From an optimization exercise on the open Yosys and OpenROAD flow, aimed at small area and a short achievable clock period; shortcuts taken in it are not production practice.
The RTL was checked by simulation tests, not by an equivalence proof against the original design.
No activity file was given, so power comes from the tool's default toggle rates.

## design/flow/config.mk

```make
export PLATFORM = sky130hd
export DESIGN_NAME = combine_decoder
export DESIGN_NICKNAME = combine_decoder
export VERILOG_FILES = /design/flow/design.v
export SDC_FILE = /design/flow/constraint.sdc
export NUM_CORES = 4
export LEC_CHECK = 0
export CAP_MARGIN = 20
export CORE_MARGIN = 2
export CORE_UTILIZATION = 50
export PLACE_DENSITY = 0.6
export SLEW_MARGIN = 20
```

## design/flow/constraint.sdc

```tcl
create_clock -name core_clock -period 35.0 [get_ports {clk}]
set_input_delay 7.0000 -clock core_clock [delete_from_list [all_inputs] [get_ports {clk}]]
set_output_delay 7.0000 -clock core_clock [all_outputs]
set_load 0.01 [all_outputs]
```

## design/flow/design.v

```verilog
module output_shift_byte_counter (clk, reset, data, pos, ext_av4, b_left,
                                  av0, av2, av3, av4, av5, av8,
                                  e2, e3, e4, e5, e8, unk,
                                  mss, scale_wnd, sack_nbr, sack, time_stp, err_set);
  input clk, reset;
  input [31:0] data;
  input [2:0] pos;
  input ext_av4;
  output reg [5:0] b_left;
  output reg av0, av2, av3, av4, av5, av8;
  output reg e2, e3, e4, e5, e8, unk;
  output reg [15:0] mss;
  output reg [7:0] scale_wnd;
  output reg [2:0] sack_nbr;
  output reg [255:0] sack;      
  output reg [63:0] time_stp;
  output err_set;
  wire [7:0] B0 = data[31:24];
  wire [7:0] B1 = data[23:16];
  wire [7:0] B2 = data[15:8];
  wire [7:0] B3 = data[7:0];
  function [7:0] lane;
    input [1:0] l;
    case (l)
      2'd0: lane = B0;
      2'd1: lane = B1;
      2'd2: lane = B2;
      default: lane = B3;
    endcase
  endfunction
  reg k2, k3, k4, k5, k8;
  reg [1:0] a;
  reg [3:0] j;
  wire ready = (b_left == 6'd0);
  wire st = ready & ~pos[2];
  wire [1:0] p = pos[1:0];
  wire [7:0] kb = lane(p);
  wire nk0 = (kb == 8'd0);
  wire nk2 = (kb == 8'd2);
  wire nk3 = (kb == 8'd3);
  wire nk4 = (kb == 8'd4);
  wire nk5 = (kb == 8'd5);
  wire nk8 = (kb == 8'd8);
  wire n_valid = (sack_nbr != 3'd0) && (sack_nbr <= 3'd4);
  wire to_unk = ~ready & ~unk & k5 & (j == {3'b000, a == 2'd3}) & ~n_valid;
  wire cont = ~ready & ~unk & ~to_unk;
  wire act = st | cont;
  wire K2 = st ? nk2 : k2;
  wire K3 = st ? nk3 : k3;
  wire K4 = st ? nk4 : k4;
  wire K5 = st ? nk5 : k5;
  wire K8 = st ? nk8 : k8;
  wire [1:0] A = st ? p : a;
  wire [3:0] J = st ? 4'd0 : j + 4'd1;
  wire LW = (A == 2'd3);
  wire at_len = act & (J == {3'b000, LW});
  wire [7:0] lenb = lane(A + 2'd1);
  wire [7:0] lenm2 = lenb - 8'd2;
  wire [7:0] R0 = lane(A + 2'd2);
  wire [7:0] R1 = lane(A + 2'd3);
  wire [7:0] R2 = lane(A);
  wire [7:0] R3 = lane(A + 2'd1);
  wire [31:0] rot = {R0, R1, R2, R3};
  function in_win;
    input [5:0] b;
    reg [6:0] t;
    begin
      t = {1'b0, b} + {5'd0, A} + 7'd2;
      in_win = (J == t[5:2]);
    end
  endfunction
  wire qa = act & K5 & (A == 2'd2) & (J == 4'd8);    
  wire qb = (A == 2'd3) & (J == 4'd9);               
  wire [1:0] en_mss;
  assign en_mss[0] = act & K2 & in_win(0);
  assign en_mss[1] = act & K2 & in_win(1);
  wire en_sw = act & K3 & in_win(0);
  wire [7:0] en_ts;
  wire [31:0] en_sk;
  genvar g;
  generate
    for (g = 0; g < 8; g = g + 1) begin : ts_en
      assign en_ts[g] = act & K8 & in_win(g);
    end
    for (g = 0; g < 32; g = g + 1) begin : sk_en
      if (g >= 20 && g < 24)
        assign en_sk[g] = (act & K5 & in_win(g) & ((g / 8) < sack_nbr)) | qa;
      else if (g >= 28)
        assign en_sk[g] = act & K5 & in_win(g) & ((g / 8) < sack_nbr) & ~qa;
      else if (g < 3)
        assign en_sk[g] = act & K5 & in_win(g);
      else
        assign en_sk[g] = act & K5 & in_win(g) & ((g / 8) < sack_nbr);
    end
  endgenerate
  wire [31:0] rg = rot & {32{~reset}};
  wire [7:0] last_src = qb ? rg[15:8] : rg[7:0];
  generate
    for (g = 0; g < 2; g = g + 1) begin : mss_r
      always @(posedge clk)
        if (reset | en_mss[g]) mss[15-8*g -: 8] <= rg[31-8*g -: 8];
    end
    for (g = 0; g < 8; g = g + 1) begin : ts_r
      always @(posedge clk)
        if (reset | en_ts[g]) time_stp[63-8*g -: 8] <= rg[31-8*(g%4) -: 8];
    end
    for (g = 0; g < 32; g = g + 1) begin : sk_r
      if (g == 31) begin : l
        always @(posedge clk)
          if (reset | en_sk[g]) sack[7:0] <= last_src;
      end else begin : n
        always @(posedge clk)
          if (reset | en_sk[g]) sack[255-8*g -: 8] <= rg[31-8*(g%4) -: 8];
      end
    end
  endgenerate
  always @(posedge clk)
    if (reset | en_sw) scale_wnd <= rg[31:24];
  always @(posedge clk) begin
    if (st) begin
      k2 <= nk2; k3 <= nk3; k4 <= nk4; k5 <= nk5; k8 <= nk8;
      a <= p;
    end
    if (st | cont) j <= J;
  end
  reg [5:0] bl_nx;
  always @(*) begin
    if (st) begin
      if (nk2) bl_nx = {4'd0, p};
      else if (nk3) bl_nx = (p == 2'd0) ? 6'd0 : {4'd0, p - 2'd1};
      else if (nk4) bl_nx = (p[1] == 1'b0) ? 6'd0 : {5'd0, p[0]};
      else if (nk8) bl_nx = 6'd6 + {4'd0, p};
      else if (nk5) bl_nx = (p == 2'd3) ? 6'd1 : (lenb[5:0] - 6'd4);
      else bl_nx = 6'd0;
    end else begin
      if (K5 & at_len)
        bl_nx = lenb[5:0] - 6'd4;
      else if (K5 & (J == {3'b000, LW} + 4'd1))
        bl_nx = {sack_nbr, 3'b000} + {4'd0, A} - (LW ? 6'd10 : 6'd6);
      else
        bl_nx = (b_left > 6'd4) ? (b_left - 6'd4) : 6'd0;
    end
  end
  always @(posedge clk)
    if (reset | st | cont) b_left <= reset ? 6'd0 : bl_nx;
  wire len_k5 = at_len & K5;
  always @(posedge clk)
    if (reset | len_k5) sack_nbr <= reset ? 3'd0 : lenm2[5:3];
  wire set_e2 = at_len & K2 & (lenb != 8'd4);
  wire set_e3 = at_len & K3 & (lenb != 8'd3);
  wire set_e4 = at_len & K4 & (lenb != 8'd2);
  wire set_e8 = at_len & K8 & (lenb != 8'd10);
  wire set_e5 = len_k5 & (lenb != 8'd10) & (lenb != 8'd18) & (lenb != 8'd26) & (lenb != 8'd34);
  assign err_set = to_unk | set_e2 | set_e3 | set_e4 | set_e5 | set_e8;
  always @(posedge clk) begin
    if (reset | to_unk) unk <= ~reset;
    if (reset | set_e2 | to_unk) e2 <= ~reset;
    if (reset | set_e3 | to_unk) e3 <= ~reset;
    if (reset | set_e4 | to_unk) e4 <= ~reset;
    if (reset | set_e5 | to_unk) e5 <= ~reset;
    if (reset | set_e8 | to_unk) e8 <= ~reset;
    if (reset | (st & nk0)) av0 <= ~reset;
    if (reset | (st & nk2)) av2 <= ~reset;
    if (reset | (st & nk3)) av3 <= ~reset;
    if (reset | (st & nk4) | ext_av4) av4 <= ~reset;
    if (reset | (st & nk5)) av5 <= ~reset;
    if (reset | (st & nk8)) av8 <= ~reset;
  end
endmodule
module TCP_option_decoder (data, clk, reset,
                           option_av, mss, scale_wnd,
                           sack_nbr, sack_n0, sack_n1, sack_n2, sack_n3,
                           time_stp, option_err, av0, err_any_nx);
  input [31:0] data;
  input clk, reset;
  output [8:0] option_av;
  output [15:0] mss;
  output [7:0] scale_wnd;
  output [2:0] sack_nbr;
  output [63:0] sack_n0, sack_n1, sack_n2, sack_n3;
  output [63:0] time_stp;
  output [8:0] option_err;
  output av0;
  output err_any_nx;
  wire [7:0] B0 = data[31:24];
  wire [7:0] B1 = data[23:16];
  wire [7:0] B2 = data[15:8];
  wire [7:0] B3 = data[7:0];
  function is_opt;
    input [7:0] x;
    is_opt = (x == 8'd0) || (x == 8'd2) || (x == 8'd3) ||
             (x == 8'd4) || (x == 8'd5) || (x == 8'd8);
  endfunction
  wire [3:0] det = {is_opt(B3), is_opt(B2), is_opt(B1), is_opt(B0)};
  function [2:0] first_from;
    input [3:0] d;
    input [5:0] s;
    begin
      if (d[0] && s < 6'd1) first_from = 3'd0;
      else if (d[1] && s < 6'd2) first_from = 3'd1;
      else if (d[2] && s < 6'd3) first_from = 3'd2;
      else if (d[3] && s < 6'd4) first_from = 3'd3;
      else first_from = 3'd4;
    end
  endfunction
  wire [5:0] b_left_0, b_left_1;
  wire bz0 = (b_left_0 == 6'd0);
  wire bz1 = (b_left_1 == 6'd0);
  wire fix0 = (b_left_0 == 6'd1) && (B1 == 8'd4);
  wire fix1 = (b_left_1 == 6'd1) && (B1 == 8'd4);
  wire [2:0] pos0_a = first_from(det, 6'd0);
  reg [7:0] kb0;
  always @(*) begin
    case (pos0_a[1:0])
      2'd0: kb0 = B0;
      2'd1: kb0 = B1;
      2'd2: kb0 = B2;
      default: kb0 = B3;
    endcase
  end
  wire [5:0] s1_a = pos0_a[2] ? 6'd4 :
                    (kb0 == 8'd3) ? {3'd0, pos0_a} + 6'd3 :
                    (kb0 == 8'd4) ? {3'd0, pos0_a} + 6'd2 : 6'd4;
  wire [2:0] pos0 = bz1 ? pos0_a : first_from(det, fix1 ? 6'd3 : b_left_1);
  wire [2:0] pos1 = bz0 ? first_from(det, s1_a) : first_from(det, fix0 ? 6'd3 : b_left_0);
  wire enable_fix = (~bz0 & bz1 & fix0) | (bz0 & ~bz1 & fix1);
  wire a0_0, a2_0, a3_0, a4_0, a5_0, a8_0, e2_0, e3_0, e4_0, e5_0, e8_0, u_0;
  wire a0_1, a2_1, a3_1, a4_1, a5_1, a8_1, e2_1, e3_1, e4_1, e5_1, e8_1, u_1;
  wire [15:0] mss_0, mss_1;
  wire [7:0] sw_0, sw_1;
  wire [2:0] nbr_0, nbr_1;
  wire [255:0] sack_0, sack_1;
  wire [63:0] ts_0, ts_1;
  wire es_0, es_1;
  output_shift_byte_counter decoder0 (.clk(clk), .reset(reset), .data(data), .pos(pos0), .ext_av4(enable_fix),
    .b_left(b_left_0), .av0(a0_0), .av2(a2_0), .av3(a3_0), .av4(a4_0), .av5(a5_0), .av8(a8_0),
    .e2(e2_0), .e3(e3_0), .e4(e4_0), .e5(e5_0), .e8(e8_0), .unk(u_0),
    .mss(mss_0), .scale_wnd(sw_0), .sack_nbr(nbr_0), .sack(sack_0), .time_stp(ts_0), .err_set(es_0));
  output_shift_byte_counter decoder1 (.clk(clk), .reset(reset), .data(data), .pos(pos1), .ext_av4(1'b0),
    .b_left(b_left_1), .av0(a0_1), .av2(a2_1), .av3(a3_1), .av4(a4_1), .av5(a5_1), .av8(a8_1),
    .e2(e2_1), .e3(e3_1), .e4(e4_1), .e5(e5_1), .e8(e8_1), .unk(u_1),
    .mss(mss_1), .scale_wnd(sw_1), .sack_nbr(nbr_1), .sack(sack_1), .time_stp(ts_1), .err_set(es_1));
  wire u = u_0 | u_1;
  assign av0 = a0_0 | a0_1;
  assign option_av = {a8_0 | a8_1, 2'b00, a5_0 | a5_1, a4_0 | a4_1,
                      a3_0 | a3_1, a2_0 | a2_1, 1'b0, av0};
  assign option_err = {e8_0 | e8_1, u, u, e5_0 | e5_1, e4_0 | e4_1,
                       e3_0 | e3_1, e2_0 | e2_1, u, u};
  assign mss = mss_0 | mss_1;
  assign scale_wnd = sw_0 | sw_1;
  assign sack_nbr = nbr_0 | nbr_1;
  wire [255:0] sack = sack_0 | sack_1;
  assign sack_n0 = sack[255:192];
  assign sack_n1 = sack[191:128];
  assign sack_n2 = sack[127:64];
  assign sack_n3 = sack[63:0];
  assign time_stp = ts_0 | ts_1;
  assign err_any_nx = (|option_err) | es_0 | es_1;
endmodule
module IP_decoder (data, start, clk, reset,
                   version, IHL, type_of_ser, total_length, identification, flag,
                   frag_offset, time_to_live, protocol, src_ip, dest_ip,
                   len_out, data_out, wr_en, ok, fin,
                   s_r2, s_r3, s_r4, s_r5, dq, n_fin, ok_nx);
  input [31:0] data;
  input start;
  input clk;
  input reset;
  output reg [3:0] version;
  output reg [3:0] IHL;
  output reg [7:0] type_of_ser;
  output reg [15:0] total_length;
  output reg [15:0] identification;
  output reg [2:0] flag;
  output reg [12:0] frag_offset;
  output reg [7:0] time_to_live;
  output reg [7:0] protocol;
  output reg [31:0] src_ip;
  output reg [31:0] dest_ip;
  output reg [15:0] len_out;
  output [31:0] data_out;
  output wr_en;
  output reg ok;
  output fin;
  output reg s_r2, s_r3, s_r4, s_r5;
  output reg [31:0] dq;
  output n_fin;
  output ok_nx;
  reg s_idle, s_r1, s_opt, s_data, s_fin;
  reg [13:0] bl_hi;
  reg bl_lo;
  reg [3:0] owl;
  wire bl_nz = (|bl_hi) | bl_lo;
  wire hdr_end = s_r5 | s_opt;
  wire owl_nz = |owl;
  wire n_r1 = s_idle & start;
  wire n_opt = hdr_end & owl_nz;
  wire n_data = ((hdr_end & ~owl_nz) | s_data) & bl_nz;
  assign n_fin = ((hdr_end & ~owl_nz) | s_data) & ~bl_nz | s_fin;
  assign wr_en = s_data;
  assign fin = s_fin;
  always @(posedge clk) begin
    if (reset) begin
      s_idle <= 1'b1; s_r1 <= 1'b0; s_r2 <= 1'b0; s_r3 <= 1'b0; s_r4 <= 1'b0;
      s_r5 <= 1'b0; s_opt <= 1'b0; s_data <= 1'b0; s_fin <= 1'b0;
    end else begin
      s_idle <= s_idle & ~start;
      s_r1 <= n_r1;
      s_r2 <= s_r1;
      s_r3 <= s_r2;
      s_r4 <= s_r3;
      s_r5 <= s_r4;
      s_opt <= n_opt;
      s_data <= n_data;
      s_fin <= n_fin;
    end
  end
  always @(posedge clk) begin
    if (s_r1) begin
      bl_hi <= len_out[15:2];
      bl_lo <= |len_out[1:0];
      owl <= IHL - 4'd5;
    end else begin
      if (n_data) begin
        if (|bl_hi) bl_hi <= bl_hi - 14'd1;
        else bl_lo <= 1'b0;
      end
      if (n_opt) owl <= owl - 4'd1;
    end
  end
  wire [31:0] dg = data & {32{~reset}};
  wire [13:0] len_hi = data[15:2] - {10'd0, data[27:24]};
  always @(posedge clk) begin
    if (reset | n_r1) begin
      version <= dg[31:28];
      IHL <= dg[27:24];
      type_of_ser <= dg[23:16];
      total_length <= dg[15:0];
      len_out <= {len_hi & {14{~reset}}, dg[1:0]};
    end
    if (reset | s_r1) begin
      identification <= dg[31:16];
      flag <= dg[15:13];
      frag_offset <= dg[12:0];
    end
    if (reset | s_r2) begin
      time_to_live <= dg[31:24];
      protocol <= data[23:16] | {8{reset}};
    end
    if (reset | s_r3) src_ip <= dg;
    if (reset | s_r4) dest_ip <= dg;
  end
  assign data_out = dq & {32{s_data}};
  always @(posedge clk) dq <= data;
  reg [17:0] acc;
  wire acc_en = s_r1 | s_r2 | s_r3 | s_r4 | s_r5 | s_opt;
  wire [17:0] acc_sum = {2'b00, acc[15:0]} + {16'd0, acc[17:16]} +
                        {2'b00, dq[31:16]} + {2'b00, dq[15:0]};
  wire [17:0] acc_d = acc_en ? acc_sum : acc;
  assign ok_nx = n_fin & ((acc_d == 18'h0FFFF) | (acc_d == 18'h1FFFE) | (acc_d == 18'h2FFFD));
  always @(posedge clk) begin
    if (reset) begin
      acc <= 18'd0;
      ok <= 1'b0;
    end else begin
      acc <= acc_d;
      ok <= ok_nx;
    end
  end
endmodule
module TCP_decoder (clk, reset, start, is_tcp, is_udp, len_ip, data,
                    pseudo_en, pseudo,
                    ports, seq_num, ack_num, flags, window, urg_ptr,
                    len_data, data_l4, wr_en, fin, n_fin, l4ok_nx, no_ck,
                    option_av, mss, scale_wnd, sack_nbr,
                    sack_n0, sack_n1, sack_n2, sack_n3, time_stp, option_err, err_any_nx);
  input clk, reset, start;
  input is_tcp, is_udp;
  input [15:0] len_ip;
  input [31:0] data;
  input pseudo_en;
  input [31:0] pseudo;
  output reg [31:0] ports;
  output reg [31:0] seq_num;
  output reg [31:0] ack_num;
  output reg [5:0] flags;
  output reg [15:0] window;
  output reg [15:0] urg_ptr;
  output reg [15:0] len_data;
  output reg [31:0] data_l4;
  output wr_en;
  output fin;
  output n_fin;
  output l4ok_nx;
  output reg no_ck;
  output [8:0] option_av;
  output [15:0] mss;
  output [7:0] scale_wnd;
  output [2:0] sack_nbr;
  output [63:0] sack_n0, sack_n1, sack_n2, sack_n3;
  output [63:0] time_stp;
  output [8:0] option_err;
  output err_any_nx;
  reg l_idle, l_r1, l_r2, l_r3, l_r4, l_r5, l_opt, l_data, l_fin;
  reg [13:0] bl_hi;
  reg bl_lo;
  reg [3:0] doff;
  reg [3:0] owl;
  wire bl_nz = (|bl_hi) | bl_lo;
  wire hdr_end = l_r5 | l_opt;
  wire owl_nz = |owl;
  wire l_start = l_idle & start;
  wire n_opt = hdr_end & owl_nz;
  wire n_data = ((hdr_end & ~owl_nz) | l_data) & bl_nz | (l_r2 & is_udp);
  assign n_fin = ((hdr_end & ~owl_nz) | l_data) & ~bl_nz | l_fin;
  assign wr_en = l_data;
  assign fin = l_fin;
  always @(posedge clk) begin
    if (reset) begin
      l_idle <= 1'b1; l_r1 <= 1'b0; l_r2 <= 1'b0; l_r3 <= 1'b0; l_r4 <= 1'b0;
      l_r5 <= 1'b0; l_opt <= 1'b0; l_data <= 1'b0; l_fin <= 1'b0;
    end else begin
      l_idle <= l_idle & ~start;
      l_r1 <= l_start;
      l_r2 <= l_r1;
      l_r3 <= l_r2 & is_tcp;
      l_r4 <= l_r3;
      l_r5 <= l_r4;
      l_opt <= n_opt;
      l_data <= n_data;
      l_fin <= n_fin;
    end
  end
  wire [3:0] sub_x = l_r3 ? data[31:28] : l_idle ? 4'd1 : doff;
  wire [13:0] sub_hi = len_ip[15:2] - {10'd0, sub_x};
  always @(posedge clk) begin
    if (l_start | l_r3) begin
      bl_hi <= sub_hi;
      bl_lo <= |len_ip[1:0];
    end else if (l_r1 | n_data) begin
      if (|bl_hi) bl_hi <= bl_hi - 14'd1;
      else bl_lo <= 1'b0;
    end
    if (l_r3) doff <= data[31:28];
    if (l_r4) owl <= doff - 4'd5;
    else if (n_opt) owl <= owl - 4'd1;
  end
  wire udp_r2 = l_r1 & is_udp;
  wire tcp_fin = n_fin & is_tcp;
  wire [31:0] dg = data & {32{~reset}};
  wire [15:0] len_nx = udp_r2 ? data[31:16] - 16'd8 : {sub_hi, len_ip[1:0]};
  always @(posedge clk) begin
    if (reset | l_start) ports <= dg;
    if (reset | (l_r1 & is_tcp)) seq_num <= dg;
    if (reset | (l_r2 & is_tcp)) ack_num <= dg;
    if (reset | l_r3) begin
      flags <= dg[21:16];
      window <= dg[15:0];
    end
    if (reset | l_r4) urg_ptr <= dg[15:0];
    if (reset | udp_r2 | tcp_fin) len_data <= len_nx & {16{~reset}};
    if (reset | (udp_r2 & (data[15:0] == 16'd0))) no_ck <= ~reset;
  end
  always @(posedge clk)
    data_l4 <= (n_data & ~reset) ? data : 32'd0;
  reg [17:0] acc;
  wire acc_en = (~l_idle & ~l_fin & ~n_fin) | l_start | pseudo_en;
  wire [31:0] x = data | pseudo;
  wire [17:0] acc_sum = {2'b00, acc[15:0]} + {16'd0, acc[17:16]} +
                        {2'b00, x[31:16]} + {2'b00, x[15:0]};
  wire [17:0] acc_d = acc_en ? acc_sum : acc;
  assign l4ok_nx = (acc_d == 18'h00000) | (acc_d == 18'h0FFFF) |
                   (acc_d == 18'h1FFFE) | (acc_d == 18'h2FFFD);
  always @(posedge clk)
    if (reset) acc <= 18'd0;
    else acc <= acc_d;
  wire av0;
  reg opt_q;
  always @(posedge clk)
    opt_q <= ~reset & ((l_r4 & (doff != 4'd5)) | (n_opt & (owl != 4'd1)));
  wire [31:0] opt_data = (opt_q & ~av0) ? data : 32'h0101_0101;
  TCP_option_decoder opt (.data(opt_data), .clk(clk), .reset(reset),
    .option_av(option_av), .mss(mss), .scale_wnd(scale_wnd), .sack_nbr(sack_nbr),
    .sack_n0(sack_n0), .sack_n1(sack_n1), .sack_n2(sack_n2), .sack_n3(sack_n3),
    .time_stp(time_stp), .option_err(option_err), .av0(av0), .err_any_nx(err_any_nx));
endmodule
module combine_decoder (data, start, clk, reset, 
                        version, IHL, type_of_ser, 
                        total_length, identification, flag, frag_offset,
                        time_to_live, protocol, src_ip, dest_ip,
                        len_ip_out, data_ip_out, wr_en_ip, ok_ip, fin_ip,
                        src_port_tcp, dest_port_tcp, seq_num, ack_num,
                        f_urg, f_ack, f_psh, f_rst, f_syn, f_fin, 
                        window, urg_ptr, option_av, mss, scale_wnd,
                        sack_nbr, sack_n0, sack_n1, sack_n2, sack_n3,
                        time_stp, option_err, len_tcp_data, data_tcp_out,
                        wr_en_tcp, ok_tcp, fin_tcp,
                        dest_port_udp, src_port_udp, len_udp_data, data_udp_out,
                        wr_en_udp, ok_udp, fin_udp, ok, fin);
  input [31:0] data;
  input start;
  input clk;
  input reset;
  output [3:0] version;
  output [3:0] IHL;
  output [7:0] type_of_ser;
  output [15:0] total_length;
  output [15:0] identification;
  output [2:0] flag;
  output [12:0] frag_offset;
  output [7:0] time_to_live;
  output [7:0] protocol;
  output [31:0] src_ip;
  output [31:0] dest_ip;
  output [15:0] len_ip_out;
  output [31:0] data_ip_out;
  output wr_en_ip;
  output ok_ip;
  output fin_ip;
  output [15:0] src_port_tcp;
  output [15:0] dest_port_tcp;
  output [31:0] seq_num;
  output [31:0] ack_num;
  output f_urg, f_ack, f_psh, f_rst, f_syn, f_fin;
  output [15:0] window;
  output [15:0] urg_ptr;
  output [8:0] option_av;
    output [15:0] mss;  
    output [7:0] scale_wnd;  
    output [2:0] sack_nbr;  
      output [63:0] sack_n0, sack_n1, sack_n2, sack_n3;  
    output [63:0] time_stp;  
  output [8:0] option_err;
  output [15:0] len_tcp_data;
  output [31:0] data_tcp_out;
  output wr_en_tcp;
  output ok_tcp;
  output fin_tcp;
  output [15:0] dest_port_udp;
  output [15:0] src_port_udp;
  output [15:0] len_udp_data;
  output [31:0] data_udp_out;
  output wr_en_udp;
  output ok_udp;
  output fin_udp;
  output ok;
  output fin;
  wire s_r2, s_r3, s_r4, s_r5;
  wire [31:0] dq;
  wire ip_n_fin, ip_ok_nx;
  IP_decoder ip_d
  (.data(data), .start(start), .clk(clk), .reset(reset),
   .version(version), .IHL(IHL), .type_of_ser(type_of_ser),
   .total_length(total_length), .identification(identification), .flag(flag),
   .frag_offset(frag_offset), .time_to_live(time_to_live),
   .protocol(protocol), .src_ip(src_ip), .dest_ip(dest_ip),
   .len_out(len_ip_out), .data_out(data_ip_out),
   .wr_en(wr_en_ip), .ok(ok_ip), .fin(fin_ip),
   .s_r2(s_r2), .s_r3(s_r3), .s_r4(s_r4), .s_r5(s_r5), .dq(dq), .n_fin(ip_n_fin), .ok_nx(ip_ok_nx));
  reg is_tcp, is_udp;
  always @(posedge clk) begin
    if (reset) begin
      is_tcp <= 1'b0;
      is_udp <= 1'b0;
    end else if (s_r3) begin
      is_tcp <= (protocol == 8'd6);
      is_udp <= (protocol == 8'd17);
    end
  end
  wire [31:0] ports, data_l4;
  wire [15:0] len_l4;
  wire wr_l4, fin_l4, l4_n_fin, l4ok_nx, no_ck, err_any_nx;
  wire [5:0] flags;
  wire pseudo_en = s_r3 | s_r4 | s_r5;
  wire [31:0] pseudo = ({32{s_r3}} & {len_ip_out, 8'd0, protocol}) |
                       ({32{s_r4 | s_r5}} & dq);
  TCP_decoder l4_d
  (.clk(clk), .reset(reset), .start(wr_en_ip), .is_tcp(is_tcp), .is_udp(is_udp),
   .len_ip(len_ip_out), .data(data_ip_out), .pseudo_en(pseudo_en), .pseudo(pseudo),
   .ports(ports), .seq_num(seq_num), .ack_num(ack_num), .flags(flags),
   .window(window), .urg_ptr(urg_ptr), .len_data(len_l4), .data_l4(data_l4),
   .wr_en(wr_l4), .fin(fin_l4), .n_fin(l4_n_fin), .l4ok_nx(l4ok_nx), .no_ck(no_ck),
   .option_av(option_av), .mss(mss), .scale_wnd(scale_wnd), .sack_nbr(sack_nbr),
   .sack_n0(sack_n0), .sack_n1(sack_n1), .sack_n2(sack_n2), .sack_n3(sack_n3),
   .time_stp(time_stp), .option_err(option_err), .err_any_nx(err_any_nx));
  assign {f_urg, f_ack, f_psh, f_rst, f_syn, f_fin} = flags;
  reg [3:0] gt, gu;
  always @(posedge clk) begin
    if (reset | s_r2) begin
      gt[0] <= ~reset & (data[23:16] == 8'd6);
      gu[0] <= ~reset & (data[23:16] == 8'd17);
    end
    if (reset | s_r3) begin
      gt[1] <= ~reset & (protocol == 8'd6);
      gu[1] <= ~reset & (protocol == 8'd17);
    end
    if (reset | s_r4) begin
      gt[2] <= ~reset & (protocol == 8'd6);
      gu[2] <= ~reset & (protocol == 8'd17);
    end
    if (reset | s_r5) begin
      gt[3] <= ~reset & (protocol == 8'd6);
      gu[3] <= ~reset & (protocol == 8'd17);
    end
  end
  assign src_port_tcp = ports[31:16] & {16{gt[0]}};
  assign dest_port_tcp = ports[15:0] & {16{gt[1]}};
  assign src_port_udp = ports[31:16] & {16{gu[0]}};
  assign dest_port_udp = ports[15:0] & {16{gu[1]}};
  assign len_tcp_data = len_l4 & {16{gt[2]}};
  assign len_udp_data = len_l4 & {16{gu[2]}};
  assign data_tcp_out = data_l4 & {32{gt[3]}};
  assign data_udp_out = data_l4 & {32{gu[3]}};
  assign wr_en_tcp = wr_l4 & gt[2];
  assign wr_en_udp = wr_l4 & gu[2];
  assign fin_tcp = fin_l4 & gt[1];
  assign fin_udp = fin_l4 & gu[1];
  wire ok_tcp_nx = l4_n_fin & is_tcp & l4ok_nx;
  wire ok_udp_nx = l4_n_fin & is_udp & (no_ck | l4ok_nx);
  wire ok_nx = ip_ok_nx & (~is_tcp | ok_tcp_nx) & (~is_udp | ok_udp_nx);
  wire fin_nx = ip_n_fin & (~(is_tcp | is_udp) | l4_n_fin);
  reg ok_tcp_r, ok_udp_r, ok_r, fin_r, kill;
  always @(posedge clk) begin
    ok_tcp_r <= ~reset & ok_tcp_nx;
    ok_udp_r <= ~reset & ok_udp_nx;
    ok_r <= ~reset & ok_nx;
    fin_r <= ~reset & fin_nx;
    kill <= ~reset & is_tcp & err_any_nx;
  end
  assign ok_tcp = ok_tcp_r & ~kill;
  assign ok_udp = ok_udp_r;
  assign ok = ok_r & ~kill;
  assign fin = fin_r;
endmodule
```

## design/flow/flow/run.sh

```bash
#!/bin/bash
# The standard ORFS layout with three changes: the port buffers are the
# plain sky130_fd_sc_hd__buf_1 (buffer_ports otherwise picks a delay cell),
# clock tree sinks are clustered by up to 24 within 60 um under clkbuf_16
# without dummy loads, and the timing repair after CTS and global routing aims
# at a setup slack of 25.8 ns instead of 0, so the longest paths get sized and
# buffered.  Each make run's full output goes to its own log here; the tools'
# own logs are under orfs/logs.
set -euo pipefail
V=("BUFFER_PORTS_ARGS=-buffer_cell sky130_fd_sc_hd__buf_1"
   "CTS_ARGS=-sink_clustering_enable -repair_clock_nets -dont_use_dummy_load -sink_clustering_size 24 -sink_clustering_max_diameter 60 -buf_list sky130_fd_sc_hd__clkbuf_16")
bash standard.sh "${V[@]}" place > make_place.log 2>&1
bash standard.sh "${V[@]}" SETUP_SLACK_MARGIN=25.8 finish > make_finish.log 2>&1
```

## design/flow/standard.sh

```bash
#!/bin/bash
# synth_recipe.tcl (not shown) runs the flow's synth.tcl, then flattens the netlist and writes it again
# the make line also repeats each setting of config.mk as NAME=value (left out here)
make -C /OpenROAD-flow-scripts/flow DESIGN_CONFIG=/design/flow/config.mk WORK_HOME=/design/flow/orfs CLKGATE_MAP_FILE= SYNTH_SCRIPT=/design/flow/synth_recipe.tcl "${@:-finish}"
```

==> results_dict.tcl, run 1 <==
set metrics [dict create \
    status "no timing/DRC/antenna violations" \
    yosysTopAreaCellShare_pct 60.4 \
    fin_ws_ns 25.77 \
    die_area_sq_mm 0.112 \
    crit_end "l4_d.opt.decoder0.sack[30]" \
    antenna_found_initial 19 \
    cts.sinks 1238 \
    syn-cell-area_sq_mm 0.0545 \
    routabilityCongestion 0.967 \
    ys_types 100 \
    vdd_drop_max_mv 0.0423 \
    grtUsageMet3_pct 9.21 \
    cts_buffer_depth 3 \
    vias_per_cell 6.01 \
    drive_gt1_share_pct 14.1 \
    worstSetupStartpointType "input pin" \
    setup_violations 0 \
    worstMarginPinSlew_ns 1.19 \
    async_reset_ff_share_pct 0 \
    die_x_um 334 \
    htree_num_levels 3 \
    yosys_most_used_dff "edfxtp_1" \
    hold_buffers 0 \
    grtUsageMet2_pct 53.3 \
    grt-busiest-layer "met2" \
    r2r_slack_ns 26.32 \
    track_usage_pct 34.9 \
    avgSynthCellArea_sq_um 12.7 \
    r2r-start "l4_d.opt_q" \
    fin_skew_ns 0.105 \
    pre_cts_slack_ns 24.78 \
    crit_fanout 39 \
    yosysTopAreaCell "edfxtp_1" \
    cts_tree "yes" \
    overflow 0 \
    worst-endpoint-required_ns 35.32 \
    syn_inst 4291 \
    grt_pass1_vias 36515 \
    antenna_left 0 \
    drt_iter0_drc 5014 \
    dr_total_vias 39616 \
    ff2ff_path_depth 27 \
    synth_most_common_cell "edfxtp_1" \
    ys_seq_area_share_pct 65.6 \
    core_area_sq_mm 0.109 \
    ys_seq_elements 1238 \
    arrival_ns 9.55 \
    drt_wl_total_um 200000 \
    grt_setup_unrepaired "true" \
    max_freq_ghz 0.108 \
    place.port_buffers 861 \
    timing.final.crit_period_ns 9.23 \
    timing.rr.end "l4_d.opt.decoder1.e5" \
    start_util_pct 50.2 \
    fin_tns_setup_ns 0 \
    drt-wirelength-per-cell_um 30.4 \
    postLayoutCoreUtil_pct 57.5 \
    die_h_um 334 \
    syn_to_final_growth_pct 14.4 \
    criticalPathCategory "in -> reg" \
    end_kind "flip-flop" \
    path_clk_slew_ns 0.07 \
    final_area_sq_mm 0.0624 \
    total_power_mw 3.17 \
    clockRootBuffer "clkbuf_16" \
    use_met1_pct 48.7 \
    crit_start "reset" \
    nNetsFinal 5335 \
    pin_count 865 \
    grt_pass1_wl_um 276000 \
    dp_hpwl_um 150000 \
    hp-class "reg -> reg" \
    fin_crit_sh_pct 26.4 \
    finalHoldViolCount 0 \
    yosys-top-cells-count "1,097 x edfxtp_1, 381 x or2_2, 336 x nand2_1, 310 x nor2_1, 202 x and2_1" \
    max-slew-margin-rel_pct 20.8 \
    p_leak_nw 23.2 \
    drc 0 \
    cap_violations 0 \
    p_per_area_mw_per_mm2 50.8 \
    cts_buffers 92 \
    core.rowCount 121 \
    slew_violations 0 \
    insertion_delay_ns 0.71 \
    place_area_sq_mm 0.0598 \
    synthTopCellsByArea "edfxtp_1 60%, dfxtp_1 5.2%, or2_2 4.4%" \
    grt_max_degree 64 \
    drtPass1Iterations 8 \
    synth_edf_count 1097 \
    synth_warnings 5 \
]
report_power, final:
| part | leakage [nW] | total (mW) | switching [mW] | internal (mW) |
|---|---|---|---|---|
| clock | 1.13 | 0.930 | 0.469 | 0.462 |
| sequential | 12.4 | 1.74 | 0.0583 | 1.68 |
| combinational | 9.65 | 0.494 | 0.343 | 0.151 |
metrics by stage:
stage | hold WS [ns] | instances
2_1_floorplan | 0.430 | 4293
3_3_place_gp | 0.444 | 6482
3_5_place_dp | 0.458 | 6482
4_1_cts | 0.470 | 6578
5_1_grt | 0.488 | 6584
6_report | 0.472 | 6587
worst min-delay path by stage:
stage                startpoint           to  slack, ns  cells after the start
global placement    ip_d.s_idle  ip_d.s_idle       0.44                      2
floorplan           ip_d.s_idle  ip_d.s_idle       0.43                      2
CTS                 ip_d.s_idle  ip_d.s_idle       0.47                      2
detailed placement  ip_d.s_idle  ip_d.s_idle       0.46                      2
finish              ip_d.s_idle  ip_d.s_idle       0.47                      2
global route        ip_d.s_idle  ip_d.s_idle       0.49                      2
sequential cells by signal, summed over array words and instances (netlist names), 18 cells and up:
signal                      cells
l4_d.ports                     32
ip_d.acc                       18
l4_d.seq_num                   32
ip_d.src_ip                    32
l4_d.data_l4                   32
l4_d.opt.decoder1.sack        256
ip_d.dq                        32
ip_d.dest_ip                   32
l4_d.opt.decoder0.time_stp     64
l4_d.opt.decoder0.sack        256
l4_d.acc                       18
l4_d.ack_num                   32
l4_d.opt.decoder1.time_stp     64
layout make-up:
cell class / count / area, sq um
antenna: 4 / 10.0
clock buffer: 92 / 2300
fill: 9143 / 46200
inverter: 194 / 754
multi-input combinational: 2669 / 17600
sequential: 1238 / 35800
tap: 1414 / 1770
timing repair buffer: 976 / 4160
critical path, stage by stage:
cell and delay, ns:
clkbuf_4 0.36, inv_4 0.44, nand2_1 0.40, buf_4 0.38, a211oi_2 0.92
layout by cell type, fill, tap and decap left out, drive strengths merged, types with 92 or more instances in the layout:
cell and count:
edfxtp 1097, or2 382, nand3 92, o21ai 153, clkbuf 93, and2 202, nand2 337, a211oi 109
buf 975, dfxtp 141, nor2 310, a21oi 111, xnor2 112, inv 185
cell families (layout without fill, tap and decap cells):
kind of cell,Yosys count,after routing,share of synthesized area [%]
AND/OR/NAND/NOR,1624,1624,15.6
adder cells (fa/ha/maj),129,129,3.48
XOR/XNOR,150,150,2.41
multiplexers,63,63,1.21
flip-flops,1238,1238,65.6
other,1,7,0.00688
AO/OA/AOI/OAI,700,700,8.98
buffers and inverters,386,1262,2.76
routing by layer:
metal	part of all wire [%]	vias up	wire length (um)
li1	-	17182	-
met1	41	19718	81200
met2	45	2328	89400
met3	11	370	22200
met4	3.6	18	7200
met5	0.055	-	110
repair_timing:
action | CTS | global route
setup endpoints to repair | 134 | 182
endpoints found under the hold margin | 0 | 0
gates resized for setup | 45 | 8
cloned | 0 | 0
setup buffers | 4 | 3
==> run 2: changes to the inputs <==
==> design/flow/flow/run.sh (replaced) <==
#!/bin/bash
# The standard ORFS layout with three changes: the port buffers are the
# plain sky130_fd_sc_hd__buf_1 (buffer_ports otherwise picks a delay cell),
# clock tree sinks are clustered by up to 24 within 60 um under clkbuf_16
# without dummy loads, and the timing repair after CTS and global routing aims
# at a setup slack of 26.2 ns instead of 0, so the longest paths get sized and
# buffered.  Each make run's full output goes to its own log here; the tools'
# own logs are under orfs/logs.
set -euo pipefail
V=("BUFFER_PORTS_ARGS=-buffer_cell sky130_fd_sc_hd__buf_1"
   "CTS_ARGS=-sink_clustering_enable -repair_clock_nets -dont_use_dummy_load -sink_clustering_size 24 -sink_clustering_max_diameter 60 -buf_list sky130_fd_sc_hd__clkbuf_16")
bash standard.sh "${V[@]}" place > make_place.log 2>&1
bash standard.sh "${V[@]}" SETUP_SLACK_MARGIN=26.2 finish > make_finish.log 2>&1
--- a/design/flow/config.mk
+++ b/design/flow/config.mk
@@ -7,6 +7,6 @@
 export LEC_CHECK = 0
 export CAP_MARGIN = 20
 export CORE_MARGIN = 2
-export CORE_UTILIZATION = 50
-export PLACE_DENSITY = 0.6
+export CORE_UTILIZATION = 65
+export PLACE_DENSITY = 0.75
 export SLEW_MARGIN = 20
==> run 2 against run 1 <==
Clock-buffer cell count fell by 11. Critical endpoint is now data_ip_out[1]. Highest routed layer unchanged. First-iteration DRC count rose by 29%. Sequential cell count did not move.
==> results_dict.tcl, run 2 <==
set metrics [dict create \
    insertion_delay_ns 0.68 \
    worstSetupStartpointType "flip-flop" \
    place.port_buffers 861 \
    yosys_most_used_dff "edfxtp_1" \
    fin_tns_setup_ns 0 \
    final_area_sq_mm 0.0619 \
    synthTopCellsByArea "edfxtp_1 60%, dfxtp_1 5.2%, or2_2 4.4%" \
    core_area_sq_mm 0.0834 \
    dr_total_vias 40903 \
    drt-wirelength-per-cell_um 31.3 \
    use_met1_pct 58.7 \
    syn_to_final_growth_pct 13.6 \
    die_area_sq_mm 0.0862 \
    ys_seq_elements 1238 \
    antenna_left 0 \
    cts.sinks 1238 \
    yosysTopAreaCellShare_pct 60.4 \
    cts_tree "yes" \
    hp-class "reg -> reg" \
    drtPass1Iterations 9 \
    grt-busiest-layer "met2" \
    p_per_area_mw_per_mm2 50.1 \
    die_x_um 294 \
    pre_cts_slack_ns 24.79 \
    finalHoldViolCount 0 \
    p_leak_nw 23.2 \
    track_usage_pct 44.3 \
    drt_iter0_drc 6485 \
    grtUsageMet2_pct 64.9 \
    arrival_ns 1.82 \
    synth_edf_count 1097 \
    status "no timing/DRC/antenna violations" \
    slew_violations 0 \
    crit_fanout 6 \
    max-slew-margin-rel_pct 11.0 \
    core.rowCount 106 \
    layout_commonest_cell "edfxtp_1" \
    max_freq_ghz 0.113 \
    fin_crit_sh_pct 25.2 \
    syn-cell-area_sq_mm 0.0545 \
    fin_skew_ns 0.110 \
    worstMarginPinSlew_ns 1.33 \
    dp_hpwl_um 143000 \
    yosys-top-cells-count "1,097 x edfxtp_1, 381 x or2_2, 336 x nand2_1, 310 x nor2_1, 202 x and2_1" \
    syn_inst 4291 \
    start_util_pct 65.4 \
    fin_ws_ns 26.18 \
    fillers 5668 \
    htree_num_levels 3 \
    ys_types 100 \
    vias_per_cell 6.55 \
    cap_violations 0 \
    fin_cells 6244 \
    cts_buffer_depth 3 \
    dp.cells 6135 \
    avgSynthCellArea_sq_um 12.7 \
    clockRootBuffer "clkbuf_16" \
    ys_seq_area_share_pct 65.6 \
    grt_setup_unrepaired "true" \
    end_kind "primary output" \
    grt_pass1_vias 36884 \
    drive_gt1_share_pct 14.8 \
    routabilityCongestion 1.03 \
    worst-endpoint-required_ns 28.00 \
    async_reset_ff_share_pct 0 \
    criticalPathCategory "reg -> out" \
    path_clk_slew_ns 0.08 \
    synth_warnings 5 \
    reg_top3 "l4_d.opt.decoder0.sack: 256 flops, l4_d.opt.decoder1.sack: 256 flops" \
    pin_count 865 \
    cts_buffers 81 \
    hold_buffers 0 \
    timing.final.crit_period_ns 8.82 \
    overflow 0 \
    synth_most_common_cell "edfxtp_1" \
    postLayoutCoreUtil_pct 74.2 \
    place_area_sq_mm 0.0592 \
    vdd_drop_max_mv 0.0489 \
    nNetsFinal 5327 \
    drc 0 \
    grtUsageMet3_pct 16.7 \
    drt_wl_total_um 196000 \
    layout_common_cells "1,097 x edfxtp_1, 842 x buf_1, 380 x or2_2" \
    yosysTopAreaCell "edfxtp_1" \
    die_h_um 294 \
    setup_violations 0 \
    grt_max_degree 66 \
    grt_pass1_wl_um 268000 \
    antenna_found_initial 11 \
]
==> run 2: cell types whose count changed in the layout (fill, tap and decap cells not counted), sizes merged <==
| cell | before | now |
|---|---|---|
| buf | 975 | 978 |
| clkbuf | 93 | 82 |
| clkinvlp | 1 | 2 |
| diode | 4 | 3 |
| inv | 185 | 184 |
==> run 2: through the flow <==
stage | power [mW] | hold WS [ns]
after floorplan | 2.06 | 0.430
after global routing | 3.19 | 0.503
after detailed placement | 2.24 | 0.454
after global placement | 2.24 | 0.441
final | 3.11 | 0.479
after CTS | 3.08 | 0.483
==> run 2: logic make-up (layout without fill, tap and decap cells) <==
group	count (synthesis)	in the layout	synth area share, %
AOI/OAI and AO/OA	700	700	8.98
xor gates and xnor gates	150	150	2.41
adders and majority gates	129	129	3.48
buffers and inverters	386	1254	2.76
DFF	1238	1238	65.6
muxes	63	63	1.21
other	1	6	0.00688
and+or+nand+nor	1624	1624	15.6
==> run 2: critical path, stage by stage (launching register included) <==
cell and delay [ns]:
dfxtp_1 0.57, nand2_2 0.24, inv_2 0.21, buf_1 0.21
==> run 2: final timing paths <==
| path | cells past startpoint | end | startpoint | slack [ns] |
|---|---|---|---|---|
| worst min register to register | 1 | ip_d.s_r3 | ip_d.s_r2 | 0.48 |
| worst max register to register | 31 | kill | ip_d.s_data | 26.40 |
| worst max-delay path | 3 | data_ip_out[1] | ip_d.dq[1] | 26.18 |
| worst min-delay path | 1 | ip_d.s_r3 | ip_d.s_r2 | 0.48 |
==> run 2: cell type report <==
cell class	count	area [sq um]	share of cell area [%]
repair buffers	979	4350	7.02
well taps	1080	1350	2.18
multi-input cells	2669	17600	28.5
clock buffers	81	2030	3.27
diodes	3	7.51	0.0121
inverters	194	763	1.23
flip-flops and latches	1238	35800	57.8
==> run 2: what timing repair did <==
action	CTS	global route
hold endpoints to repair	0	0
gates cloned	2	0
pin swaps	8	2
gates resized for setup	114	24
endpoints found under the setup margin	732	386
setup buffers	19	3
==> run 2: per-layer routing <==
metal | vias up | wire length, um
li1 | 17162 | -
met1 | 19739 | 67800
met2 | 3416 | 85100
met4 | 18 | 11800
met5 | - | 115
met3 | 568 | 30700
==> run 2: power by group <==
part / internal, mW / switching [mW]
combinational: 0.154 / 0.348
clock: 0.409 / 0.452
sequential: 1.68 / 0.0583
==> run 3: changes to the inputs <==
--- a/design/flow/design.v
+++ b/design/flow/design.v
@@ -153,18 +153,18 @@
   wire set_e5 = len_k5 & (lenb != 8'd10) & (lenb != 8'd18) & (lenb != 8'd26) & (lenb != 8'd34);
   assign err_set = to_unk | set_e2 | set_e3 | set_e4 | set_e5 | set_e8;
   always @(posedge clk) begin
-    if (reset | to_unk) unk <= ~reset;
-    if (reset | set_e2 | to_unk) e2 <= ~reset;
-    if (reset | set_e3 | to_unk) e3 <= ~reset;
-    if (reset | set_e4 | to_unk) e4 <= ~reset;
-    if (reset | set_e5 | to_unk) e5 <= ~reset;
-    if (reset | set_e8 | to_unk) e8 <= ~reset;
-    if (reset | (st & nk0)) av0 <= ~reset;
-    if (reset | (st & nk2)) av2 <= ~reset;
-    if (reset | (st & nk3)) av3 <= ~reset;
-    if (reset | (st & nk4) | ext_av4) av4 <= ~reset;
-    if (reset | (st & nk5)) av5 <= ~reset;
-    if (reset | (st & nk8)) av8 <= ~reset;
+    unk <= ~reset & (unk | to_unk);
+    e2 <= ~reset & (e2 | set_e2 | to_unk);
+    e3 <= ~reset & (e3 | set_e3 | to_unk);
+    e4 <= ~reset & (e4 | set_e4 | to_unk);
+    e5 <= ~reset & (e5 | set_e5 | to_unk);
+    e8 <= ~reset & (e8 | set_e8 | to_unk);
+    av0 <= ~reset & (av0 | (st & nk0));
+    av2 <= ~reset & (av2 | (st & nk2));
+    av3 <= ~reset & (av3 | (st & nk3));
+    av4 <= ~reset & (av4 | (st & nk4) | ext_av4);
+    av5 <= ~reset & (av5 | (st & nk5));
+    av8 <= ~reset & (av8 | (st & nk8));
   end
 endmodule
 module TCP_option_decoder (data, clk, reset,
@@ -459,9 +459,10 @@
     end
     if (reset | l_r4) urg_ptr <= dg[15:0];
     if (reset | udp_r2 | tcp_fin) len_data <= len_nx & {16{~reset}};
-    if (reset | (udp_r2 & (data[15:0] == 16'd0))) no_ck <= ~reset;
   end
   always @(posedge clk)
+    no_ck <= ~reset & (no_ck | (udp_r2 & (data[15:0] == 16'd0)));
+  always @(posedge clk)
     data_l4 <= (n_data & ~reset) ? data : 32'd0;
   reg [17:0] acc;
   wire acc_en = (~l_idle & ~l_fin & ~n_fin) | l_start | pseudo_en;
@@ -559,13 +560,8 @@
    .s_r2(s_r2), .s_r3(s_r3), .s_r4(s_r4), .s_r5(s_r5), .dq(dq), .n_fin(ip_n_fin), .ok_nx(ip_ok_nx));
   reg is_tcp, is_udp;
   always @(posedge clk) begin
-    if (reset) begin
-      is_tcp <= 1'b0;
-      is_udp <= 1'b0;
-    end else if (s_r3) begin
-      is_tcp <= (protocol == 8'd6);
-      is_udp <= (protocol == 8'd17);
-    end
+    is_tcp <= ~reset & (is_tcp | (s_r3 & (protocol == 8'd6)));
+    is_udp <= ~reset & (is_udp | (s_r3 & (protocol == 8'd17)));
   end
   wire [31:0] ports, data_l4;
   wire [15:0] len_l4;
@@ -584,24 +580,26 @@
    .sack_n0(sack_n0), .sack_n1(sack_n1), .sack_n2(sack_n2), .sack_n3(sack_n3),
    .time_stp(time_stp), .option_err(option_err), .err_any_nx(err_any_nx));
   assign {f_urg, f_ack, f_psh, f_rst, f_syn, f_fin} = flags;
-  reg [3:0] gt, gu;
+  reg [7:0] gt, gu;
+  wire pt = (protocol == 8'd6);
+  wire pu = (protocol == 8'd17);
   always @(posedge clk) begin
-    if (reset | s_r2) begin
-      gt[0] <= ~reset & (data[23:16] == 8'd6);
-      gu[0] <= ~reset & (data[23:16] == 8'd17);
-    end
-    if (reset | s_r3) begin
-      gt[1] <= ~reset & (protocol == 8'd6);
-      gu[1] <= ~reset & (protocol == 8'd17);
-    end
-    if (reset | s_r4) begin
-      gt[2] <= ~reset & (protocol == 8'd6);
-      gu[2] <= ~reset & (protocol == 8'd17);
-    end
-    if (reset | s_r5) begin
-      gt[3] <= ~reset & (protocol == 8'd6);
-      gu[3] <= ~reset & (protocol == 8'd17);
-    end
+    gt[0] <= ~reset & (gt[0] | (s_r2 & (data[23:16] == 8'd6)));
+    gu[0] <= ~reset & (gu[0] | (s_r2 & (data[23:16] == 8'd17)));
+    gt[1] <= ~reset & (gt[1] | (s_r3 & pt));
+    gu[1] <= ~reset & (gu[1] | (s_r3 & pu));
+    gt[2] <= ~reset & (gt[2] | (s_r4 & gt[0]));
+    gu[2] <= ~reset & (gu[2] | (s_r4 & gu[0]));
+    gt[3] <= ~reset & (gt[3] | (s_r4 & gt[1]));
+    gu[3] <= ~reset & (gu[3] | (s_r4 & gu[1]));
+    gt[4] <= ~reset & (gt[4] | (s_r5 & gt[0]));
+    gu[4] <= ~reset & (gu[4] | (s_r5 & gu[0]));
+    gt[5] <= ~reset & (gt[5] | (s_r5 & gt[1]));
+    gu[5] <= ~reset & (gu[5] | (s_r5 & gu[1]));
+    gt[6] <= ~reset & (gt[6] | (s_r5 & gt[2]));
+    gu[6] <= ~reset & (gu[6] | (s_r5 & gu[2]));
+    gt[7] <= ~reset & (gt[7] | (s_r5 & gt[3]));
+    gu[7] <= ~reset & (gu[7] | (s_r5 & gu[3]));
   end
   assign src_port_tcp = ports[31:16] & {16{gt[0]}};
   assign dest_port_tcp = ports[15:0] & {16{gt[1]}};
@@ -609,12 +607,14 @@
   assign dest_port_udp = ports[15:0] & {16{gu[1]}};
   assign len_tcp_data = len_l4 & {16{gt[2]}};
   assign len_udp_data = len_l4 & {16{gu[2]}};
-  assign data_tcp_out = data_l4 & {32{gt[3]}};
-  assign data_udp_out = data_l4 & {32{gu[3]}};
-  assign wr_en_tcp = wr_l4 & gt[2];
-  assign wr_en_udp = wr_l4 & gu[2];
-  assign fin_tcp = fin_l4 & gt[1];
-  assign fin_udp = fin_l4 & gu[1];
+  assign data_tcp_out = {data_l4[31:24] & {8{gt[3]}}, data_l4[23:16] & {8{gt[4]}},
+                         data_l4[15:8] & {8{gt[5]}}, data_l4[7:0] & {8{gt[6]}}};
+  assign data_udp_out = {data_l4[31:24] & {8{gu[3]}}, data_l4[23:16] & {8{gu[4]}},
+                         data_l4[15:8] & {8{gu[5]}}, data_l4[7:0] & {8{gu[6]}}};
+  assign wr_en_tcp = wr_l4 & gt[7];
+  assign wr_en_udp = wr_l4 & gu[7];
+  assign fin_tcp = fin_l4 & gt[7];
+  assign fin_udp = fin_l4 & gu[7];
   wire ok_tcp_nx = l4_n_fin & is_tcp & l4ok_nx;
   wire ok_udp_nx = l4_n_fin & is_udp & (no_ck | l4ok_nx);
   wire ok_nx = ip_ok_nx & (~is_tcp | ok_tcp_nx) & (~is_udp | ok_udp_nx);
==> design/flow/flow/run.sh (replaced) <==
#!/bin/bash
# The standard ORFS layout with three changes: the port buffers are the
# plain sky130_fd_sc_hd__buf_1 (buffer_ports otherwise picks a delay cell),
# clock tree sinks are clustered by up to 24 within 60 um under clkbuf_16
# without dummy loads, and the timing repair after CTS and global routing aims
# at a setup slack of 26.3 ns instead of 0, so the longest paths get sized and
# buffered.  Each make run's full output goes to its own log here; the tools'
# own logs are under orfs/logs.
set -euo pipefail
V=("BUFFER_PORTS_ARGS=-buffer_cell sky130_fd_sc_hd__buf_1"
   "CTS_ARGS=-sink_clustering_enable -repair_clock_nets -dont_use_dummy_load -sink_clustering_size 24 -sink_clustering_max_diameter 60 -buf_list sky130_fd_sc_hd__clkbuf_16")
bash standard.sh "${V[@]}" place > make_place.log 2>&1
bash standard.sh "${V[@]}" SETUP_SLACK_MARGIN=26.3 finish > make_finish.log 2>&1
==> run 3 against run 2 <==
Final area is 0.56% higher. Routed wire length down 3.0%. Critical path depth increased by 2. Cell count is 0.88% higher. Sequential share of layout area down 0.57 points. Power up 3.5%. First-iteration DRC count shrank 11%. Die area grew 0.10%.
==> results_dict.tcl, run 3 <==
set metrics [dict create \
    status "no timing/DRC/antenna violations" \
    p_per_area_mw_per_mm2 51.6 \
    layout_commonest_cell "edfxtp_1" \
    async_reset_ff_share_pct 0 \
    drt-wirelength-per-cell_um 30.1 \
    routabilityCongestion 1.08 \
    htree_num_levels 3 \
    dp_hpwl_um 141000 \
    finalHoldViolCount 0 \
    hold_buffers 0 \
    cp_slowest_stage_delay_ns 0.49 \
    p_leak_nw 23.5 \
    drc 0 \
    max_freq_ghz 0.114 \
    grt_pass1_wl_um 264000 \
    max-slew-margin-rel_pct 17.9 \
    fillers 5550 \
    start_util_pct 65.4 \
    total_power_mw 3.21 \
    drt_iter0_drc 5758 \
    core.rowCount 106 \
    crit_path_frequent_cell "buf_4" \
    cts.sinks 1246 \
    core_area_sq_mm 0.0834 \
    hp-class "reg -> reg" \
    ys_types 106 \
    end_kind "primary output" \
    path_clk_slew_ns 0.09 \
    avgSynthCellArea_sq_um 12.6 \
    antenna_left 0 \
    drive_gt1_share_pct 16.4 \
    drtPass1Iterations 10 \
    pin_count 865 \
    pre_cts_slack_ns 24.88 \
    antenna_found_initial 9 \
    cts_buffers 79 \
    cap_violations 0 \
    place.port_buffers 861 \
    arrival_ns 1.79 \
    track_usage_pct 43.0 \
    worst-endpoint-required_ns 28.00 \
    drt_wl_total_um 190000 \
    syn-cell-area_sq_mm 0.0546 \
    nNetsFinal 5385 \
    dr_total_vias 40603 \
    ys_seq_area_share_pct 65.2 \
    insertion_delay_ns 0.69 \
    grt_max_degree 72 \
    vdd_drop_max_mv 0.0481 \
    fin_skew_ns 0.113 \
    die_area_sq_mm 0.0863 \
    crit_fanout 7 \
    synth_warnings 5 \
    yosysTopAreaCellShare_pct 58.5 \
    fin_crit_sh_pct 25.1 \
    yosysTopAreaCell "edfxtp_1" \
    criticalPathCategory "reg -> out" \
    worstMarginPinSlew_ns 1.23 \
    clockRootBuffer "clkbuf_16" \
    place_area_sq_mm 0.0593 \
    synth_edf_count 1064 \
    layout_common_cells "1,064 x edfxtp_1, 831 x buf_1, 383 x or2_2" \
    fin_tns_setup_ns 0 \
    fin_ws_ns 26.21 \
    syn_inst 4326 \
    whs_ns 0.444 \
    setup_violations 0 \
    slew_violations 0 \
    die_h_um 294 \
    vias_per_cell 6.45 \
    synthTopCellsByArea "edfxtp_1 59%, dfxtp_1 6.7%, or2_2 4.4%" \
    die_x_um 294 \
    yosys_most_used_dff "edfxtp_1" \
    timing.final.crit_period_ns 8.79 \
    synth_most_common_cell "edfxtp_1" \
    syn_to_final_growth_pct 14.1 \
    reg_top3 "l4_d.opt.decoder0.sack: 256 flops, l4_d.opt.decoder1.sack: 256 flops" \
    worstSetupStartpointType "flip-flop" \
    grt_pass1_vias 37888 \
    grt_setup_unrepaired "true" \
    cp_cell_sequence "buf_4 > buf_4 > nand2_2 > inv_4 > buf_4" \
    final_area_sq_mm 0.0623 \
    critPathSlowestCell "dfxtp_4" \
    overflow 0 \
    ys_seq_elements 1246 \
    yosys-top-cells-count "1,064 x edfxtp_1, 386 x or2_2, 360 x nor2_1, 341 x nand2_1, 194 x and2_1" \
    cts_tree "yes" \
    cts_buffer_depth 3 \
]
## run 3: changes by cell type in the layout (fill, tap and decap cells not counted), sizes merged, moves of 10 or more
cell    change
nand3      -24
a211oi     -21
a41oi      +10
a21o       -11
a221oi     +22
dfxtp      +41
o211ai     -14
nor2       +53
edfxtp     -33
a21oi      +29
o21ai      -14
clkbuf     +10
xor2       +23
xnor2      -22
## run 3: final cells by class
cell class	count	area, sq um	area share, %
Sequential cell	1246	35600	57.2
Multi-Input combinational cell	2703	18000	29.0
Timing Repair Buffer	1000	4510	7.25
Clock buffer	79	1980	3.17
Tap cell	1080	1350	2.17
Inverter	187	749	1.20
Antenna cell	4	10.0	0.0161
## run 3: worst max-delay path, delay by kind of cell, from the launching register on
kind / cells / cell delay [ns]
buf+inv: 4 / 0.57
simple gates: 1 / 0.10
flops: 1 / 0.49
## run 3: final timing paths
path	slack, ns	cells past startpoint	start	to
max	26.21	5	ip_d.s_data	data_ip_out[18]
min	0.44	2	l4_d.opt.decoder1.k4	l4_d.opt.decoder1.k4
max reg2reg	26.67	28	ip_d.s_data	kill
min reg2reg	0.44	2	l4_d.opt.decoder1.k4	l4_d.opt.decoder1.k4
## run 3: report_power, final
part | switching, mW | internal, mW | total [mW]
sequential | 0.0607 | 1.70 | 1.76
combinational | 0.419 | 0.180 | 0.599
clock | 0.452 | 0.400 | 0.852
total | 0.932 | 2.28 | 3.21
## run 3: what timing repair did
item                        CTS  global route
gates resized for setup     112            91
setup endpoints to repair  1190           212
buffers inserted             14            23
gates cloned                  1             1
## run 3: cells by family (layout without fill, tap and decap cells)
logic type      Yosys count  in the layout  share of synthesized area, %
mux                      73             73                          1.44
fa+ha+maj               133            133                          3.57
compound gates          695            695                          8.98
buf+inv                 379           1266                          2.71
other cells               1              7                       0.00687
flops                  1246           1246                          65.2
simple gates           1648           1648                          15.7
xor+xnor                151            151                          2.42
## run 3: routing by layer
layer	vias to the layer above	wire [um]	GRT usage, %
met5	-	134	0
met1	19707	65400	54.9
met2	2965	86800	67.1
met4	10	13100	24.0
li1	17277	-	-
met3	644	24300	11.9
## run 3: per-stage QoR
step                utilization (%)  instances
floorplan                         -       4328
global placement               71.1       6175
detailed placement             71.1       6175
CTS                            74.0       6269
global route                   74.6       6295
finish                         74.6       6299
==> run 4: changes to the inputs <==
==> design/flow/flow/run.sh (replaced) <==
#!/bin/bash
# The standard ORFS layout with three changes: the port buffers are the
# plain sky130_fd_sc_hd__buf_1 (buffer_ports otherwise picks a delay cell),
# clock tree sinks are clustered by up to 24 within 60 um under clkbuf_16
# without dummy loads, and the timing repair after CTS and global routing aims
# at a setup slack of 26.6 ns instead of 0, so the longest paths get sized and
# buffered.  Each make run's full output goes to its own log here; the tools'
# own logs are under orfs/logs.
set -euo pipefail
V=("BUFFER_PORTS_ARGS=-buffer_cell sky130_fd_sc_hd__buf_1"
   "CTS_ARGS=-sink_clustering_enable -repair_clock_nets -dont_use_dummy_load -sink_clustering_size 24 -sink_clustering_max_diameter 60 -buf_list sky130_fd_sc_hd__clkbuf_16")
bash standard.sh "${V[@]}" place > make_place.log 2>&1
bash standard.sh "${V[@]}" SETUP_SLACK_MARGIN=26.6 finish > make_finish.log 2>&1
==> run 4 against run 3 <==
Area after synthesis did not move. Largest power group unchanged. Critical endpoint is now data_ip_out[19]. Worst hold slack better by 0.0053 ns. Highest routed layer unchanged. Setup slack gained 0.11 ns. Clock-buffer cell count is the same. Routed wire length rose by 12%. Critical path type unchanged. Clock skew rose by 0.0064 ns. Combinational power rose by 14%. Critical path depth unchanged. Synthesized cell count stayed put.
==> results_dict.tcl, run 4 <==
set metrics [dict create \
    die_h_um 294 \
    setup_violations 0 \
    fin_skew_ns 0.120 \
    dp_hpwl_um 141000 \
    ys_seq_elements 1246 \
    yosysTopAreaCellShare_pct 58.5 \
    total_power_mw 3.33 \
    grt_max_degree 72 \
    synth_most_common_cell "edfxtp_1" \
    worstSetupStartpointType "flip-flop" \
    antenna_found_initial 14 \
    dr_total_vias 42708 \
    place.port_buffers 861 \
    synth_warnings 5 \
    grt_pass1_wl_um 288000 \
    overflow 0 \
    yosys_most_used_dff "edfxtp_1" \
    cts.sinks 1246 \
    ys_seq_area_share_pct 65.2 \
    hp-class "reg -> reg" \
    pwr-share-seq_pct 53.2 \
    yosysTopAreaCell "edfxtp_1" \
    arrival_ns 1.68 \
    clockPowerShare_pct 26.4 \
    nNetsFinal 5481 \
    cts_buffer_depth 3 \
    fillers 4480 \
    drt_iter0_drc 6844 \
    p_leak_nw 26.3 \
    syn-cell-area_sq_mm 0.0546 \
    grt_setup_unrepaired "true" \
    async_reset_ff_share_pct 0 \
    power_frac_comb_pct 20.5 \
    p_per_area_mw_per_mm2 48.9 \
    drt_wl_total_um 212000 \
    drtPass1Iterations 9 \
    worst-endpoint-required_ns 28.00 \
    p_int_mw 2.34 \
    fin_crit_sh_pct 24.8 \
    slew_violations 0 \
    drt-wirelength-per-cell_um 33.1 \
    core.rowCount 106 \
    htree_num_levels 3 \
    pin_count 865 \
    timing.final.crit_period_ns 8.68 \
    p_sw_uw 988 \
    r2r_slack_ns 26.75 \
    hold_buffers 0 \
    synth_edf_count 1064 \
    yosys-top-cells-count "1,064 x edfxtp_1, 386 x or2_2, 360 x nor2_1, 341 x nand2_1, 194 x and2_1" \
    p_sw_share_pct 29.7 \
    max_freq_ghz 0.115 \
    layout_commonest_cell "edfxtp_1" \
    grt_pass1_vias 40334 \
    routabilityCongestion 1.08 \
    vias_per_cell 6.68 \
    drive_gt1_share_pct 28.6 \
    worstMarginPinSlew_ns 1.29 \
    finalHoldViolCount 0 \
    max-slew-margin-rel_pct 13.8 \
    status "no timing/DRC/antenna violations" \
    antenna_left 0 \
    end_kind "primary output" \
    cts_tree "yes" \
    syn_to_final_growth_pct 24.6 \
    criticalPathCategory "reg -> out" \
    reg_top3 "l4_d.opt.decoder0.sack: 256 flops, l4_d.opt.decoder1.sack: 256 flops" \
    avgSynthCellArea_sq_um 12.6 \
    clockRootBuffer "clkbuf_16" \
    syn_inst 4326 \
    synthTopCellsByArea "edfxtp_1 59%, dfxtp_1 6.7%, or2_2 4.4%" \
    insertion_delay_ns 0.69 \
    vdd_drop_max_mv 0.0505 \
    path_clk_slew_ns 0.09 \
    die_x_um 294 \
    drc 0 \
    crit_fanout 6 \
    track_usage_pct 47.1 \
    fin_tns_setup_ns 0 \
    layout_common_cells "1,064 x edfxtp_1, 422 x buf_6, 380 x buf_1" \
    die_area_sq_mm 0.0863 \
    core_area_sq_mm 0.0834 \
    start_util_pct 65.4 \
    cap_violations 0 \
    ys_types 106 \
    cts_buffers 79 \
]
==> run 4: kinds of logic (layout without fill, tap and decap cells) <==
group	Yosys count	in the layout	synth area share, %
and+or+nand+nor	1648	1648	15.7
DFF	1246	1246	65.2
other	1	8	0.00687
xor gates and xnor gates	151	151	2.42
adders and majority gates	133	133	3.57
AOI/OAI and AO/OA	695	695	8.98
buffers and inverters	379	1362	2.71
muxes	73	73	1.44
==> run 4: critical path, stage by stage, from the launching register on <==
cell and delay, ns:
dfxtp_4 0.41, buf_8 0.15, buf_12 0.19, nand2_8 0.09, inv_6 0.08, buf_6 0.11
==> run 4: layer usage <==
layer	up-vias	GRT usage [%]	routed length [um]
li1	17474	-	-
met1	20464	56.3	66800
met2	3790	73.2	96000
met3	962	15.8	30400
met4	18	30.6	18300
met5	-	0	133
==> run 4: path summary, 6_finish.rpt <==
check | cells past startpoint | from | endpoint
min reg2reg | 2 | l4_d.opt.decoder1.k4 | l4_d.opt.decoder1.k4
max | 5 | ip_d.s_data | data_ip_out[19]
min | 2 | l4_d.opt.decoder1.k4 | l4_d.opt.decoder1.k4
max reg2reg | 29 | ip_d.s_data | kill
==> run 4: stage by stage <==
| stage | cell area, sq um | cells | setup WS (ns) | hold WS (ns) | utilization, % |
|---|---|---|---|---|---|
| finish | 68000 | 6396 | 26.32 | 0.449 | 81.5 |
| global route | 68000 | 6392 | 26.29 | 0.471 | 81.5 |
| CTS | 66700 | 6330 | 26.36 | 0.451 | 80.0 |
| detailed placement | 59300 | 6175 | 24.88 | 0.437 | 71.1 |
| global placement | 59300 | 6175 | 24.90 | 0.431 | 71.1 |
| floorplan | 54600 | 4328 | 25.98 | 0.410 | - |
==> run 4: repair_timing <==
action	in CTS	in global routing
pin swaps	215	129
setup buffers	73	56
gates cloned	3	2
setup endpoints to repair	1918	583
resized for setup	1518	208
==> run 4: final cells by class <==
| cell class | instances | area (sq um) | area share (%) |
|---|---|---|---|
| clock buffers | 79 | 1980 | 2.91 |
| inverters | 187 | 845 | 1.24 |
| flip-flops and latches | 1246 | 35700 | 52.5 |
| well taps | 1080 | 1350 | 1.99 |
| multi-input cells | 2703 | 19500 | 28.7 |
| repair buffers | 1096 | 8570 | 12.6 |
| diodes | 5 | 12.5 | 0.0184 |
==> run 4: power groups by stage <==
stage	Combinational (mW)	Clock (mW)	Sequential, mW
final	0.681	0.877	1.77
after global placement	0.570	0	1.79
after global routing	0.713	0.911	1.77
after CTS	0.642	0.849	1.76
after detailed placement	0.572	0	1.79
after floorplan	0.361	0	1.77

==> port drivers added, routing unchanged <==
The results above use ideal ports. As a check the final layouts listed here were re-extracted and re-timed, cells and wires unchanged. Step 1: set_driving_cell puts a clkbuf_16 on clk and a buf_2 on each other input, an assumption about the parent block. Step 2 times the ports against the registers' clock, not the clock port: input delays grow and output delays shrink by t, the midpoint of the rising clock arrivals with the driver on. Slacks: ideal / step 1 / step 2; pairs: ideal / step 1.
| run | t (ns) | setup slack, ns | hold slack, ns | worst setup path at the end | pins driven straight from the clock port |
|---|---|---|---|---|---|
| run 1 | 0.737 | 25.769 / 25.741 / 25.089 | 0.472 / 0.472 / 0.472 | input to register | 1 |
| run 2 | 0.700 | 26.175 / 26.104 / 25.622 | 0.479 / 0.479 / 0.479 | input to register | 1 |
| run 3 | 0.703 | 26.211 / 26.140 / 25.643 | 0.444 / 0.444 / 0.444 | input to register | 1 |
| run 4 | 0.709 | 26.320 / 26.244 / 25.881 | 0.449 / 0.449 / 0.449 | input to register | 1 |
After both steps every run listed still meets setup and hold. For run 1, which loses most, drivers alone change the setup slack by -0.028 ns; drivers and shift together by -0.680 ns.
